Source: an optimization exercise on an open RTL-to-GDS flow (aim: small area, a short achievable clock period and few clock cycles per item). Production flows keep margins and buffers that such runs may drop. For this run, only the layout was checked, not whether the RTL still works. Power figures rest on the tool's default switching activity, not on a simulated workload.

[flow/config.mk]
export PLATFORM = sky130hd
export DESIGN_NAME = huffman
export DESIGN_NICKNAME = huffman
export VERILOG_FILES = /design/flow/design.v
export SDC_FILE = /design/flow/constraint.sdc
export NUM_CORES = 4
export LEC_CHECK = 0
export ABC_CLOCK_PERIOD_IN_PS = 2000
export CAP_MARGIN = 20
export CORE_MARGIN = 2
export CORE_UTILIZATION = 40
export SETUP_SLACK_MARGIN = 3.0
export SLEW_MARGIN = 20
[flow/design.v]
module huffman(clk, reset, gray_valid, gray_data, CNT_valid, CNT1, CNT2, CNT3, CNT4, CNT5, CNT6,
    code_valid, HC1, HC2, HC3, HC4, HC5, HC6, M1, M2, M3, M4, M5, M6 );
input clk;
input reset;
input gray_valid;
input [7:0] gray_data;
output reg CNT_valid;
output [7:0] CNT1, CNT2, CNT3, CNT4, CNT5, CNT6;
output reg code_valid;
output [7:0] HC1, HC2, HC3, HC4, HC5, HC6;
output [7:0] M1, M2, M3, M4, M5, M6;
	reg [6:0] w [0:5];    
	reg [6:0] S;          
	reg [2:0] ptr [0:5];  
	reg [4:0] hc [0:5];
	reg [4:0] mk [0:5];
	reg started;
	reg [3:0] st;  
	assign CNT1 = {1'b0, w[5]};
	assign CNT2 = {1'b0, w[0]};
	assign CNT3 = {1'b0, w[1]};
	assign CNT4 = {1'b0, w[2]};
	assign CNT5 = {1'b0, w[3]};
	assign CNT6 = {1'b0, w[4]};
	assign HC1 = {3'b0, hc[0]};
	assign HC2 = {3'b0, hc[1]};
	assign HC3 = {3'b0, hc[2]};
	assign HC4 = {3'b0, hc[3]};
	assign HC5 = {3'b0, hc[4]};
	assign HC6 = {3'b0, hc[5]};
	assign M1 = {3'b0, mk[0]};
	assign M2 = {3'b0, mk[1]};
	assign M3 = {3'b0, mk[2]};
	assign M4 = {3'b0, mk[3]};
	assign M5 = {3'b0, mk[4]};
	assign M6 = {3'b0, mk[5]};
	wire ins = (st >= 4'd1) && (st <= 4'd5);
	wire mrg = (st >= 4'd6) && (st <= 4'd10);
	wire cnt = gray_valid && (st == 4'd0);
	wire [6:0] N = ins ? w[0] : S;
	wire [5:0] l;
	assign l[0] = 1'b1;
	genvar k;
	generate for (k = 1; k < 6; k = k + 1) begin : cmp
		assign l[k] = w[k] < N;
	end endgenerate
	wire [7:0] c = {2'b00, l[5], l[4] | (st <= 4'd1), l[3] | (st <= 4'd2),
	                l[2] | (st <= 4'd3), l[1] | (st <= 4'd4), 1'b1};
	wire [7:0] b = {2'b00, l[5:2], 2'b11};
	wire [2:0] qi = c[1] + c[2] + c[3] + c[4] + c[5];
	wire [2:0] qm = b[2] + b[3] + b[4] + b[5];
	wire [6:0] w6 = 7'h7f;
	wire [6:0] X = ins ? w[1] : w[2];
	wire [6:0] Y = ins ? w[2] : w[3];
	wire [6:0] Sn = (ins ? l[2] : l[3]) ? X + Y : X + N;
	wire [2:0] g = gray_data[2:0];
	always @(posedge clk or posedge reset) begin
		if (reset) begin
			started <= 0;
			st <= 0;
			CNT_valid <= 0;
			code_valid <= 0;
		end else begin
			if (gray_valid) started <= 1;
			CNT_valid <= (st == 4'd0) && started && !gray_valid;
			if ((st == 4'd0 && started && !gray_valid) || (st != 4'd0 && st != 4'd11)) st <= st + 1;
			if (st == 4'd10) code_valid <= 1;
		end
	end
	always @(posedge clk) if (ins || mrg) S <= Sn;
	always @(posedge clk or posedge reset) begin
		if (reset) begin
			w[0] <= 0; w[1] <= 0; w[2] <= 0; w[3] <= 0; w[4] <= 0; w[5] <= 0;
		end else if (st == 4'd0) begin
			if (cnt && g == 3'd1) w[5] <= w[5] + 1'b1;
			if (cnt && g == 3'd2) w[0] <= w[0] + 1'b1;
			if (cnt && g == 3'd3) w[1] <= w[1] + 1'b1;
			if (cnt && g == 3'd4) w[2] <= w[2] + 1'b1;
			if (cnt && g == 3'd5) w[3] <= w[3] + 1'b1;
			if (cnt && g == 3'd6) w[4] <= w[4] + 1'b1;
		end else if (ins) begin
			w[0] <= c[1] ? w[1] : N;
			w[1] <= c[2] ? w[2] : c[1] ? N : w[1];
			w[2] <= c[3] ? w[3] : c[2] ? N : w[2];
			w[3] <= c[4] ? w[4] : c[3] ? N : w[3];
			w[4] <= c[5] ? w[5] : c[4] ? N : w[4];
			w[5] <= c[5] ? N : w[5];
		end else if (mrg) begin
			w[0] <= b[2] ? w[2] : N;
			w[1] <= b[3] ? w[3] : b[2] ? N : w[2];
			w[2] <= b[4] ? w[4] : b[3] ? N : w[3];
			w[3] <= b[5] ? w[5] : b[4] ? N : w[4];
			w[4] <= b[5] ? N : w[5];
			w[5] <= w6;
		end
	end
	genvar i;
	generate for (i = 0; i < 6; i = i + 1) begin : sym
		wire [2:0] p = ptr[i];
		wire a0 = mrg && p == 3'd0;
		wire a = mrg && p <= 3'd1;
		always @(posedge clk or posedge reset) begin
			if (reset) begin
				ptr[i] <= (i == 0) ? 3'd5 : i - 1;
				hc[i] <= 0;
				mk[i] <= 0;
			end else begin
				if (ins) ptr[i] <= (p == 3'd0) ? qi : (c[p] ? p - 3'd1 : p);
				else if (mrg) ptr[i] <= (p <= 3'd1) ? qm : (b[p] ? p - 3'd2 : p - 3'd1);
				if (a) begin
					mk[i] <= {mk[i][3:0], 1'b1};
					hc[i] <= hc[i] | ({5{a0}} & ({mk[i][3:0], 1'b1} & ~mk[i]));
				end
			end
		end
	end endgenerate
endmodule
[flow/constraint.sdc]
create_clock -name core_clock -period 5.0 [get_ports {clk}]
set_input_delay 1.0000 -clock core_clock [delete_from_list [all_inputs] [get_ports {clk}]]
set_output_delay 1.0000 -clock core_clock [all_outputs]
set_load 0.01 [all_outputs]
[flow/run.sh]
#!/bin/bash
# synth_recipe.tcl (not shown) runs the flow's synth.tcl, then flattens the netlist and writes it again
# the make line also repeats each setting of config.mk as NAME=value (left out here)
make -C /OpenROAD-flow-scripts/flow DESIGN_CONFIG=/design/flow/config.mk WORK_HOME=/design/flow/orfs CLKGATE_MAP_FILE= SYNTH_SCRIPT=/design/flow/synth_recipe.tcl finish
==> reports/qor.log <==
[drt] per-cell via count in the routed design 6.261
[die] row count 62
[clocking] Clock Path Buffers 2
[die] Total Die Area 30,670 µm²
[clocking] number of CTS-inserted buffers 17
[timing] fin worst setup slack 0.4341 ns
[critical_path] category of the most critical setup path flop to flop
[clocking] clock latency at the later pin of the worst-skew pair 0.46 ns
[drt] detailed-route DRC error count 0
[die] initial standard-cell utilization of the core 40.71%
[critical_path] Crit. End Element flop
[clocking] TritonCTS clock tree yes
[synthesis] Post-Synthesis Mean Instance Area 7.847 µm²
[timing] post-layout min period 4.566 ns
[pwr] Power Dens Cells 142.3 nW/µm²
[clocking] clock-pin slew reported for the worst setup and hold paths after clock tree synthesis 0.08 ns
[synthesis] top cells by area in the synthesized netlist sky130_fd_sc_hd__dfrtp_1, sky130_fd_sc_hd__nand2_1, sky130_fd_sc_hd__ha_1, sky130_fd_sc_hd__o21ai_0, sky130_fd_sc_hd__a21oi_1
[critical_path] CP Launch Point st[0]
[critical_path] startpoint of the worst register-to-register path st[0]
[min_path] Hold Path Origin hc[1][0]
[drt] final antenna-violating net count 0
[timing] Worst Max-Slew Pin Slew 1.021 ns
[place] pre-CTS setup slack 0.1434 ns
[timing] final worst-path cycle share 91.32%
[synthesis] ys flop type sky130_fd_sc_hd__dfrtp_1
[cells_and_area] area added between synthesis and finish 49.60%
[place] Inst Count DP 1,980
[global_route] initial antenna violation count 0
[place] post-detailed-placement cell area 13,650 µm²
[cells_and_area] share of the core filled with cells in the final layout 60.89%
[place] Placer Congestion 1.027
[cells_and_area] number of antenna repair diodes 0
[timing] minimum hold slack 0.4485 ns
[cells_and_area] post-route cell area 17,530 µm²
[synthesis] area share of the largest cell type after synthesis 25.63%
[global_route] grt ovf 0
[place] Port Buf Inserts 109
[timing] post-route setup TNS 0 ns
[timing] final setup violation count 0
[die] width of the die 175.1 µm
[cells_and_area] number of nets in the layout 1,935
[drt] violation count after the first detailed-route iteration 1,822
[critical_path] crit path launch type flop
[synthesis] Cell Area, Synth 11,710 µm²
[critical_path] Crit path top cell by count sky130_fd_sc_hd__inv_2
[cells_and_area] area used by sequential logic in the layout 3437 µm²
[critical_path] delay of the slowest cell on the worst path 0.41 ns
[clocking] count of clock tree sinks 134
[synthesis] Unique masters post-synth 92
[pwr] total power 2.495 mW
[timing] total count of hold-check failures in the final report 0
[synthesis] part of the Yosys area used for sequential elements 29.00%
[global_route] wire length of the first global-routing pass 75.10 mm
[global_route] vias in the first global route 12,730
[drt] DR pass1 iterations 8
[clocking] total number of H-tree levels 4
[timing] relative slew slack 31.19%
[synthesis] fraction of synthesis flops using an asynchronous set or reset pin 94.78%
[place] HPWL Detailed 31.61 mm
[pwr] static leakage power 7.682 nW
[die] Core Footprint 28,780 µm²
[timing] unrepaired setup endpoints after global routing yes
[die] I/O pin count 157
[synthesis] count of mapped cells out of synthesis 1,493
[global_route] overall track demand over capacity in global routing 31.76%
[critical_path] slowest stage cell, crit path sky130_fd_sc_hd__dfrtp_2
[timing] skew final 0.01525 ns
[cells_and_area] leading cell types in the layout, fill and taps excluded sky130_fd_sc_hd__buf_4, sky130_fd_sc_hd__nand2_1, sky130_fd_sc_hd__buf_6
[synthesis] number of flops mapped to enable cells by yosys 7
[cells_and_area] multi-input gate area in the final layout 8484 µm²
[drt] Detailed Route WL 51.53 mm
[synthesis] synthesized flop and latch total 134
[die] height of the die 175.1 µm
[cells_and_area] fraction of layout instances using a drive strength above 1 40.04%
[drt] post-detailed-route wirelength per cell 22.78 µm
[synthesis] total of warnings raised by yosys 5
[min_path] type of the worst min-delay path flop to flop
[critical_path] required time of the critical path 5.20 ns
[critical_path] worst path bufs/invs 7
[synthesis] cell taking the most area after synthesis sky130_fd_sc_hd__dfrtp_1
[critical_path] Worst EP arrival 4.77 ns
[critical_path] CP delay by family, top compound AO/OA/AOI/OAI gates
[status] run status no timing/DRC/antenna violations
[cells_and_area] count of fill cells added during filler insertion 2,475
[cells_and_area] filler-free cell count of the finished design 2,262
[clocking] CTS Hold Bufs 0
[timing] max-slew violation count 0
[cells_and_area] most common cell after layout, fill and taps aside sky130_fd_sc_hd__buf_4
[global_route] maximum number of pins on one net before global-route repair 46
[pwr] peak supply drop 0.1638 mV
[timing] f_max 219.0 MHz
[critical_path] maximum fanout along the worst path 7
[clocking] cell at the root of the clock tree sky130_fd_sc_hd__clkbuf_16
[drt] total via count after detailed routing 14,160
[flow_run] # Max-Cap Violations 0
[final cells by class]
class	count	share of cell area, %
timing repair buffer	445	23.48
sequential	134	19.61
tap	384	2.741
clock buffer	17	2.427
inverter	95	2.306
clock inverter	15	1.021
multi-input combinational	1172	48.41
[cells by family (layout without fill, tap and decap cells)]
family,after synthesis,after routing,synth area share (%)
DFF,134,134,29.00
AOI/OAI and AO/OA,518,519,30.08
adders and majority gates,61,61,6.729
and+or+nand+nor,465,465,17.83
buffers and inverters,229,572,8.865
other,1,42,0.03201
muxes,65,65,5.789
xor gates and xnor gates,20,20,1.687
[per-layer routing]
| metal | vias to the layer above | global-route usage (%) | part of all wire [%] | wire, µm |
|---|---|---|---|---|
| met5 | - | 0 | 0 | 0 |
| met3 | 280 | 7.920 | 12 | 6161 |
| li1 | 6152 | - | - | - |
| met1 | 6654 | 43.20 | 40 | 20580 |
| met4 | 0 | 15.03 | 5.9 | 3019 |
| met2 | 1076 | 47.13 | 42 | 21770 |
[what timing repair did]
action                                  in CTS  in global routing
buffers inserted                           162                 83
resized for setup                          702                186
endpoints found under the setup margin     237                207
endpoints found under the hold margin        0                  0
pin swaps                                   76                 98
gates cloned                                 5                  0
[state kept, by name, indices dropped and copies added (netlist names)]
name,cells
code_valid,1
st,4
S,7
w,42
mk,30
started,1
CNT_valid,1
ptr,18
hc,30
[worst reg2reg max path, stage by stage (launching register included)]
cell and delay, ns:
sky130_fd_sc_hd__dfrtp_2 0.41, sky130_fd_sc_hd__inv_4 0.05, sky130_fd_sc_hd__ha_4 0.19, sky130_fd_sc_hd__xor2_4 0.21
sky130_fd_sc_hd__buf_6 0.18, sky130_fd_sc_hd__a21o_1 0.19, sky130_fd_sc_hd__nand2_2 0.08, sky130_fd_sc_hd__inv_2 0.05
sky130_fd_sc_hd__buf_4 0.13, sky130_fd_sc_hd__buf_4 0.17, sky130_fd_sc_hd__a211o_1 0.33, sky130_fd_sc_hd__a41oi_2 0.32
sky130_fd_sc_hd__nand2_4 0.09, sky130_fd_sc_hd__a21oi_4 0.32, sky130_fd_sc_hd__nor2_2 0.11, sky130_fd_sc_hd__a31oi_4 0.21
sky130_fd_sc_hd__ha_4 0.17, sky130_fd_sc_hd__inv_2 0.03, sky130_fd_sc_hd__fa_2 0.34, sky130_fd_sc_hd__inv_2 0.06
sky130_fd_sc_hd__a21oi_2 0.05, sky130_fd_sc_hd__o21bai_2 0.15, sky130_fd_sc_hd__a21o_1 0.17, sky130_fd_sc_hd__a21oi_2 0.06
sky130_fd_sc_hd__xnor2_1 0.13, sky130_fd_sc_hd__xnor2_1 0.13
[worst paths after layout]
check | to | slack [ns] | cells past startpoint
worst max register to register | S[6] | 0.43 | 25
max in group asynchronous | w[1][4] | 3.31 | 3
min in group asynchronous | hc[3][4] | 0.88 | 2
worst max-delay path | S[6] | 0.43 | 25
worst min-delay path | hc[1][0] | 0.45 | 1
worst min register to register | hc[1][0] | 0.45 | 1
[power breakdown]
group	total [mW]	switching (mW)	internal, mW
registers	1.09	0.00000000000000000842	1.09
clock network	1.36	0.642	0.717
logic	0.0453	0.0395	0.00580
total	2.49	0.682	1.81
[cells in the mapped netlist, types with 22 or more instances]
| cell | number |
|---|---|
| sky130_fd_sc_hd__nand3_1 | 41 |
| sky130_fd_sc_hd__nand2_1 | 185 |
| sky130_fd_sc_hd__inv_1 | 80 |
| sky130_fd_sc_hd__ha_1 | 55 |
| sky130_fd_sc_hd__o22ai_1 | 23 |
| sky130_fd_sc_hd__a31oi_1 | 27 |
| sky130_fd_sc_hd__buf_4 | 45 |
| sky130_fd_sc_hd__dfrtp_1 | 120 |
| sky130_fd_sc_hd__a21oi_1 | 102 |
| sky130_fd_sc_hd__clkbuf_1 | 75 |
| sky130_fd_sc_hd__mux2i_1 | 43 |
| sky130_fd_sc_hd__nor2_1 | 115 |
| sky130_fd_sc_hd__o21ai_0 | 124 |
| sky130_fd_sc_hd__nor3_1 | 35 |
| sky130_fd_sc_hd__and3_1 | 22 |

[static timing again, ports no longer ideal]
Ports are ideal in the flow. The routed layout listed here was re-timed in OpenROAD.
Step 1 (the two cells are an assumption about what drives the block):
set clk [get_ports {clk}]
set_driving_cell -lib_cell sky130_fd_sc_hd__clkbuf_16 $clk
set_driving_cell -lib_cell sky130_fd_sc_hd__buf_2 [delete_from_list [all_inputs] $clk]
Step 2 times the ports against the registers' clock, not the clock port: input delays grow and output delays shrink by t, the midpoint of the rising clock arrivals with the driver on.
Three values: ideal, step 1, step 2; two values: the first two.
t (ns): 0.499
setup WS [ns]: 0.434 / 0.434 / 0.434
hold WS [ns]: 0.448 / 0.448 / 0.448
latest minus earliest clock arrival (ns): 0.017 / 0.017
After both steps this run still meets setup and hold. For this run, drivers alone change the setup slack by 0.000 ns; drivers and shift together by 0.000 ns.
